This design comes from an exercise in tuning for small area and a short achievable clock period on the open sky130 flow, not from production work.
RTL that was checked went through simulation tests only; none was proved equivalent to the original.
Power figures rest on the tool's default switching activity, not on a simulated workload.

==> try-indigo: inputs <==
==> flow/design.v <==
module ifetcher_top #(parameter PCW=32, parameter IW=32, parameter CW=8) (
	iClk,
	iResetn,
	fromCache_resp,
	fromCache_instr,
	toCache_req,
	toCache_pc,
	iJumpVld,
	iJumpPC,
	fromDec_RE,
	toDec_RD,
	toDec_empty,
	oTimeoutFatal
);
	input iClk,iResetn;
	input fromCache_resp;
	input iJumpVld;
	input [PCW-1:0] iJumpPC;
	input [IW*4-1:0] fromCache_instr;
	input fromDec_RE;
	output toCache_req;
	output [PCW-1:0] toCache_pc;
	output oTimeoutFatal;
	output [IW*4-1:0] toDec_RD;
	output toDec_empty;
	localparam N = 7;
	localparam W = IW*4;
	reg [PCW-1:0] rPC;
	wire [PCW-1:0] pc = iJumpVld ? iJumpPC : rPC;
	assign toCache_pc = pc;
	wire [PCW-1:0] pcInc = {pc[PCW-1:2] + 1'b1, pc[1:0]};
	always @(posedge iClk or negedge iResetn) begin
		if (!iResetn)
			rPC <= {PCW{1'b0}};
		else if (fromCache_resp)
			rPC <= pcInc;
		else
			rPC <= pc;
	end
	reg rReq;
	reg [CW-1:0] rCnt;
	reg rFatal;
	reg rJumpPend;
	reg rFlush;
	reg [2:0] rCount;
	reg rEmpty;
	assign toCache_req = rReq;
	assign oTimeoutFatal = rFatal;
	assign toDec_empty = rEmpty;
	wire cntZero = ~|rCnt;
	wire clear = rFlush | (rJumpPend & cntZero);
	wire [CW-1:0] cntNext = fromCache_resp ? {CW{1'b0}} :
	                        rReq ? rCnt + 1'b1 : rCnt;
	wire [2:0] countNext = clear ? 3'd0 :
	                       rCount + {2'b0,fromCache_resp} - {2'b0,fromDec_RE};
	always @(posedge iClk or negedge iResetn) begin
		if (!iResetn) begin
			rReq <= 1'b0;
			rCnt <= {CW{1'b0}};
			rFatal <= 1'b0;
			rJumpPend <= 1'b0;
			rFlush <= 1'b0;
			rCount <= 3'd0;
			rEmpty <= 1'b1;
		end else begin
			rReq <= (rCount < 3'd6);
			rCnt <= cntNext;
			rFatal <= &cntNext;
			if (iJumpVld)
				rJumpPend <= 1'b1;
			else if (rFlush)
				rJumpPend <= 1'b0;
			rFlush <= ~rFlush & rJumpPend & cntZero;
			rCount <= countNext;
			rEmpty <= (countNext == 3'd0);
		end
	end
	localparam NB = N-1;
	reg [NB-1:0] rWSel, rRSel;
	reg rBEmpty;
	reg [W-1:0] rHead;
	reg [W-1:0] ring [0:NB-1];
	wire toHead = rEmpty | (fromDec_RE & rBEmpty);
	wire ringWr = fromCache_resp & ~toHead;
	wire ringRd = fromDec_RE & ~rBEmpty;
	always @(posedge iClk or negedge iResetn) begin
		if (!iResetn) begin
			rWSel <= {{NB-1{1'b0}},1'b1};
			rRSel <= {{NB-1{1'b0}},1'b1};
			rBEmpty <= 1'b1;
		end else begin
			if (clear) begin
				rWSel <= {{NB-1{1'b0}},1'b1};
				rRSel <= {{NB-1{1'b0}},1'b1};
			end else begin
				if (ringWr)
					rWSel <= {rWSel[NB-2:0],rWSel[NB-1]};
				if (ringRd)
					rRSel <= {rRSel[NB-2:0],rRSel[NB-1]};
			end
			rBEmpty <= (countNext <= 3'd1);
		end
	end
	integer i;
	always @(posedge iClk) begin
		for (i = 0; i < NB; i = i + 1)
			if (fromCache_resp & rWSel[i])
				ring[i] <= fromCache_instr;
	end
	wire [NB-1:0] rdSel = rRSel & {NB{~rBEmpty}};
	reg [W-1:0] headD;
	always @(*) begin
		headD = fromCache_instr & {W{rBEmpty}};
		for (i = 0; i < NB; i = i + 1)
			headD = headD | (ring[i] & {W{rdSel[i]}});
	end
	always @(posedge iClk) begin
		if (fromDec_RE | rEmpty)
			rHead <= headD;
	end
	assign toDec_RD = rHead;
endmodule
==> flow/flow/run.sh <==
#!/bin/bash
# Standard synthesis, then a small netlist rewrite of the toCache_pc muxes
# (flow/eco_pc.tcl), then the standard layout with plain buf_1 port buffers
# and a clock tree of larger leaf clusters without dummy loads.
set -euo pipefail
export BUFFER_PORTS_ARGS="-buffer_cell sky130_fd_sc_hd__buf_1"
export CTS_ARGS="-sink_clustering_enable -repair_clock_nets -dont_use_dummy_load -buf_list sky130_fd_sc_hd__clkbuf_16 -sink_clustering_size 24 -sink_clustering_max_diameter 60"
bash standard.sh synth > flow_synth.log 2>&1
R=orfs/results/${FLOW_PLATFORM}/ifetcher_top/base
ECO_IN=$R/1_synth.odb ECO_OUT=$R/1_synth.odb openroad -no_init -exit flow/eco_pc.tcl > flow_eco.log 2>&1
bash standard.sh > flow_make.log 2>&1
==> flow/flow/eco_pc.tcl <==
# Post-synthesis rewrite of the toCache_pc output muxes: each address bit
# gets its own NAND-NAND mux (iJumpVld ? iJumpPC[i] : rPC[i]) that drives
# only the port; logic the old mux output also fed keeps the old mux.
# Logic left without loads is then removed. No register is touched.
read_db $::env(ECO_IN)
set block [ord::get_db_block]
proc master {n} { return [[ord::get_db] findMaster sky130_fd_sc_hd__$n] }
proc bnet {name} {
  foreach bt [[ord::get_db_block] getBTerms] { if {[$bt getName] eq $name} { return [$bt getNet] } }
  error "no port $name"
}
set ffq [dict create]
foreach inst [$block getInsts] {
  if {[regexp {^rPC\\?\[([0-9]+)\\?\]} [$inst getName] -> i]} {
    dict set ffq $i [[$inst findITerm Q] getNet]
  }
}
if {[dict size $ffq] != 32} { error "found [dict size $ffq] rPC flops" }
set jv [bnet iJumpVld]
set inv [odb::dbInst_create $block [master inv_2] eco_jvb]
set jvb [odb::dbNet_create $block eco_jvb_n]
[$inv findITerm A] connect $jv
[$inv findITerm Y] connect $jvb
for {set i 0} {$i < 32} {incr i} {
  set onet [bnet "toCache_pc\[$i\]"]
  set old [odb::dbNet_create $block eco_pc_old_$i]
  foreach it [$onet getITerms] { $it disconnect; $it connect $old }
  set a [odb::dbNet_create $block eco_pc_a_$i]
  set b [odb::dbNet_create $block eco_pc_b_$i]
  set g1 [odb::dbInst_create $block [master nand2_1] eco_pc_g1_$i]
  set g2 [odb::dbInst_create $block [master nand2_1] eco_pc_g2_$i]
  set g3 [odb::dbInst_create $block [master nand2_1] eco_pc_g3_$i]
  [$g1 findITerm A] connect $jv
  [$g1 findITerm B] connect [bnet "iJumpPC\[$i\]"]
  [$g1 findITerm Y] connect $a
  [$g2 findITerm A] connect $jvb
  [$g2 findITerm B] connect [dict get $ffq $i]
  [$g2 findITerm Y] connect $b
  [$g3 findITerm A] connect $a
  [$g3 findITerm B] connect $b
  [$g3 findITerm Y] connect $onet
}
# remove logic whose outputs drive nothing
set removed 0
while 1 {
  set dead {}
  foreach inst [$block getInsts] {
    set outs 0; set used 0
    foreach it [$inst getITerms] {
      if {[$it getSigType] ne "SIGNAL"} continue
      if {![$it isOutputSignal]} continue
      incr outs
      set n [$it getNet]
      if {$n eq "NULL" || $n eq ""} continue
      if {[llength [$n getBTerms]] > 0 || [llength [$n getITerms]] > 1} { set used 1 }
    }
    if {$outs > 0 && !$used} { lappend dead $inst }
  }
  if {[llength $dead] == 0} break
  foreach inst $dead {
    set nets {}
    foreach it [$inst getITerms] { set n [$it getNet]; if {$n ne "NULL" && $n ne ""} { lappend nets $n } }
    odb::dbInst_destroy $inst
    incr removed
    foreach n $nets { if {[llength [$n getITerms]] == 0 && [llength [$n getBTerms]] == 0} { odb::dbNet_destroy $n } }
  }
}
puts "eco_pc: removed $removed dead instances"
write_db $::env(ECO_OUT)
==> flow/standard.sh <==
#!/bin/bash
# synth_recipe.tcl (not shown) runs the flow's synth.tcl, then flattens the netlist and writes it again
# the make line also repeats each setting of config.mk as NAME=value (left out here)
make -C /OpenROAD-flow-scripts/flow DESIGN_CONFIG=/design/flow/config.mk WORK_HOME=/design/flow/orfs CLKGATE_MAP_FILE= SYNTH_SCRIPT=/design/flow/synth_recipe.tcl "${@:-finish}"
==> flow/config.mk <==
export PLATFORM = sky130hd
export DESIGN_NAME = ifetcher_top
export DESIGN_NICKNAME = ifetcher_top
export VERILOG_FILES = /design/flow/design.v
export SDC_FILE = /design/flow/constraint.sdc
export NUM_CORES = 4
export LEC_CHECK = 0
export ABC_CLOCK_PERIOD_IN_PS = 2000
export CAP_MARGIN = 20
export CORE_MARGIN = 2
export CORE_UTILIZATION = 65
export PLACE_DENSITY = 0.7
export SETUP_SLACK_MARGIN = 2.0
export SLEW_MARGIN = 20
export TNS_END_PERCENT = 0
==> flow/constraint.sdc <==
create_clock -name core_clock -period 4.0 [get_ports {iClk}]
set_input_delay 0.8000 -clock core_clock [delete_from_list [all_inputs] [get_ports {iClk}]]
set_output_delay 0.8000 -clock core_clock [all_outputs]
set_load 0.01 [all_outputs]
==> inputs of try-garnet, as changes to try-indigo <==
==> flow/flow/run.sh (replaced) <==
#!/bin/bash
# Standard layout, with plain buf_1 cells as the port buffers.
set -euo pipefail
export BUFFER_PORTS_ARGS="-buffer_cell sky130_fd_sc_hd__buf_1"
bash standard.sh > flow_make.log 2>&1
- CTS_BUF_LIST: not set -> sky130_fd_sc_hd__clkbuf_8
- CTS_CLUSTER_SIZE: not set -> 30
- TNS_END_PERCENT: 0 -> not set
removed: flow/flow/eco_pc.tcl
==> inputs of try-onyx, as changes to try-indigo <==
--- a/flow/design.v
+++ b/flow/design.v
@@ -109,8 +109,7 @@
 	end
-	wire [NB-1:0] rdSel = rRSel & {NB{~rBEmpty}};
-	reg [W-1:0] headD;
+	reg [W-1:0] ringRD;
 	always @(*) begin
-		headD = fromCache_instr & {W{rBEmpty}};
+		ringRD = {W{1'b0}};
 		for (i = 0; i < NB; i = i + 1)
-			headD = headD | (ring[i] & {W{rdSel[i]}});
+			ringRD = ringRD | (ring[i] & {W{rRSel[i]}});
 	end
@@ -118,3 +117,3 @@
 		if (fromDec_RE | rEmpty)
-			rHead <= headD;
+			rHead <= rBEmpty ? fromCache_instr : ringRD;
 	end
==> flow/run.sh (new file) <==
#!/bin/bash
# synth_recipe.tcl (not shown) runs the flow's synth.tcl, then flattens the netlist and writes it again
# the make line also repeats each setting of config.mk as NAME=value (left out here)
make -C /OpenROAD-flow-scripts/flow DESIGN_CONFIG=/design/flow/config.mk WORK_HOME=/design/flow/orfs CLKGATE_MAP_FILE= SYNTH_SCRIPT=/design/flow/synth_recipe.tcl finish
- ABC_CLOCK_PERIOD_IN_PS: 2000 -> 2500
- CORE_UTILIZATION: 65 -> 50
- PLACE_DENSITY: 0.7 -> 0.65
- SETUP_SLACK_MARGIN: 2.0 -> 1.4
- TNS_END_PERCENT: 0 -> not set
removed: flow/flow/run.sh
removed: flow/flow/eco_pc.tcl
removed: flow/standard.sh
==> comparison table <==
|  | try-garnet | try-indigo | try-onyx |
|---|---|---|---|
| Min Tclk post-route | 2.45 ns | 2.16 ns | 2.61 ns |
| Placed standard-cell area | 0.0369 mm^2 | 0.0373 mm^2 | 0.0403 mm^2 |
| Worst-case setup margin in the final layout | 1.55 ns | 1.84 ns | 1.39 ns |
| Layout overhead on the synthesized area | 20.1% | 11.6% | 22.2% |
| Maximum fanout along the worst path | 2 | 8 | 11 |
| Y dimension of the die | 235 um | 236 um | 271 um |
| Fraction of area in non-clock buffers | 0.0856 | 0.0568 | 0.0921 |
| Final Core Density | 0.790 | 0.730 | 0.620 |
| Number of post-CTS setup repair buffers | 67 | 1 | 14 |
| Result of the run | complete, no violations | complete, no violations | complete, no violations |
| Overall routing resource usage | 0.303 | 0.278 | 0.228 |
| TritonCTS buffer count | 150 | 52 | 95 |
| Net Switching | 6920 uW | 5990 uW | 6860 uW |
| Switching share of power | 0.279 | 0.270 | 0.257 |
| Worst reg2reg path startpoint | rPC[22] | rBEmpty | rRSel[1] |
| Proportion of cell area occupied by multi-input gates | 0.145 | 0.156 | 0.157 |
| Nets in the synthesized netlist | 2007 | 2101 | 2126 |
| Layout clock area frac | 0.0628 | 0.0333 | 0.0699 |
| Leakage dissipation | 0.0144 uW | 0.0127 uW | 0.0146 uW |
| Fin Hold WS | 0.268 ns | 0.371 ns | 0.172 ns |
| Drt initial violations | 2982 | 2460 | 1570 |
| Root buffer cell | sky130_fd_sc_hd__clkbuf_8 | sky130_fd_sc_hd__clkbuf_16 | sky130_fd_sc_hd__clkbuf_16 |
| Clock share of power | 0.293 | 0.232 | 0.324 |
| Tapcells inserted | 688 | 696 | 940 |
| Compound-Gate Fraction of Synth Area | 0.0987 | - | 0.0875 |
No functional check of the RTL was part of try-onyx.

## re-timing with driven ports
The flow's constraints put no driver on any port. The routed layouts listed below were extracted and timed again, unchanged, in two steps.
Step 1 (the two cells are an assumption about what drives the block):
set clk [get_ports {iClk}]
set_driving_cell -lib_cell sky130_fd_sc_hd__clkbuf_16 $clk
set_driving_cell -lib_cell sky130_fd_sc_hd__buf_2 [delete_from_list [all_inputs] $clk]
Step 2 also shifts input and output timing later by t, the mid clock arrival at the registers, as if the neighbouring blocks saw the same clock.
a / b / c = ideal ports / drivers / drivers and shift; a / b = the first two.
| run | t, ns | setup slack, ns | worst data-port slew with drivers (ns) |
|---|---|---|---|
| try-indigo | 0.663 | 1.839 / 1.634 / 1.214 | 0.21 |
| try-garnet | 0.853 | 1.551 / 1.484 / 0.760 | 0.12 |
| try-onyx | 0.698 | 1.393 / 1.253 / 1.032 | 0.14 |
After both steps every run listed still meets setup and hold. The setup slack of try-garnet, which loses most, moves by -0.067 ns with the drivers and by -0.791 ns with both steps.
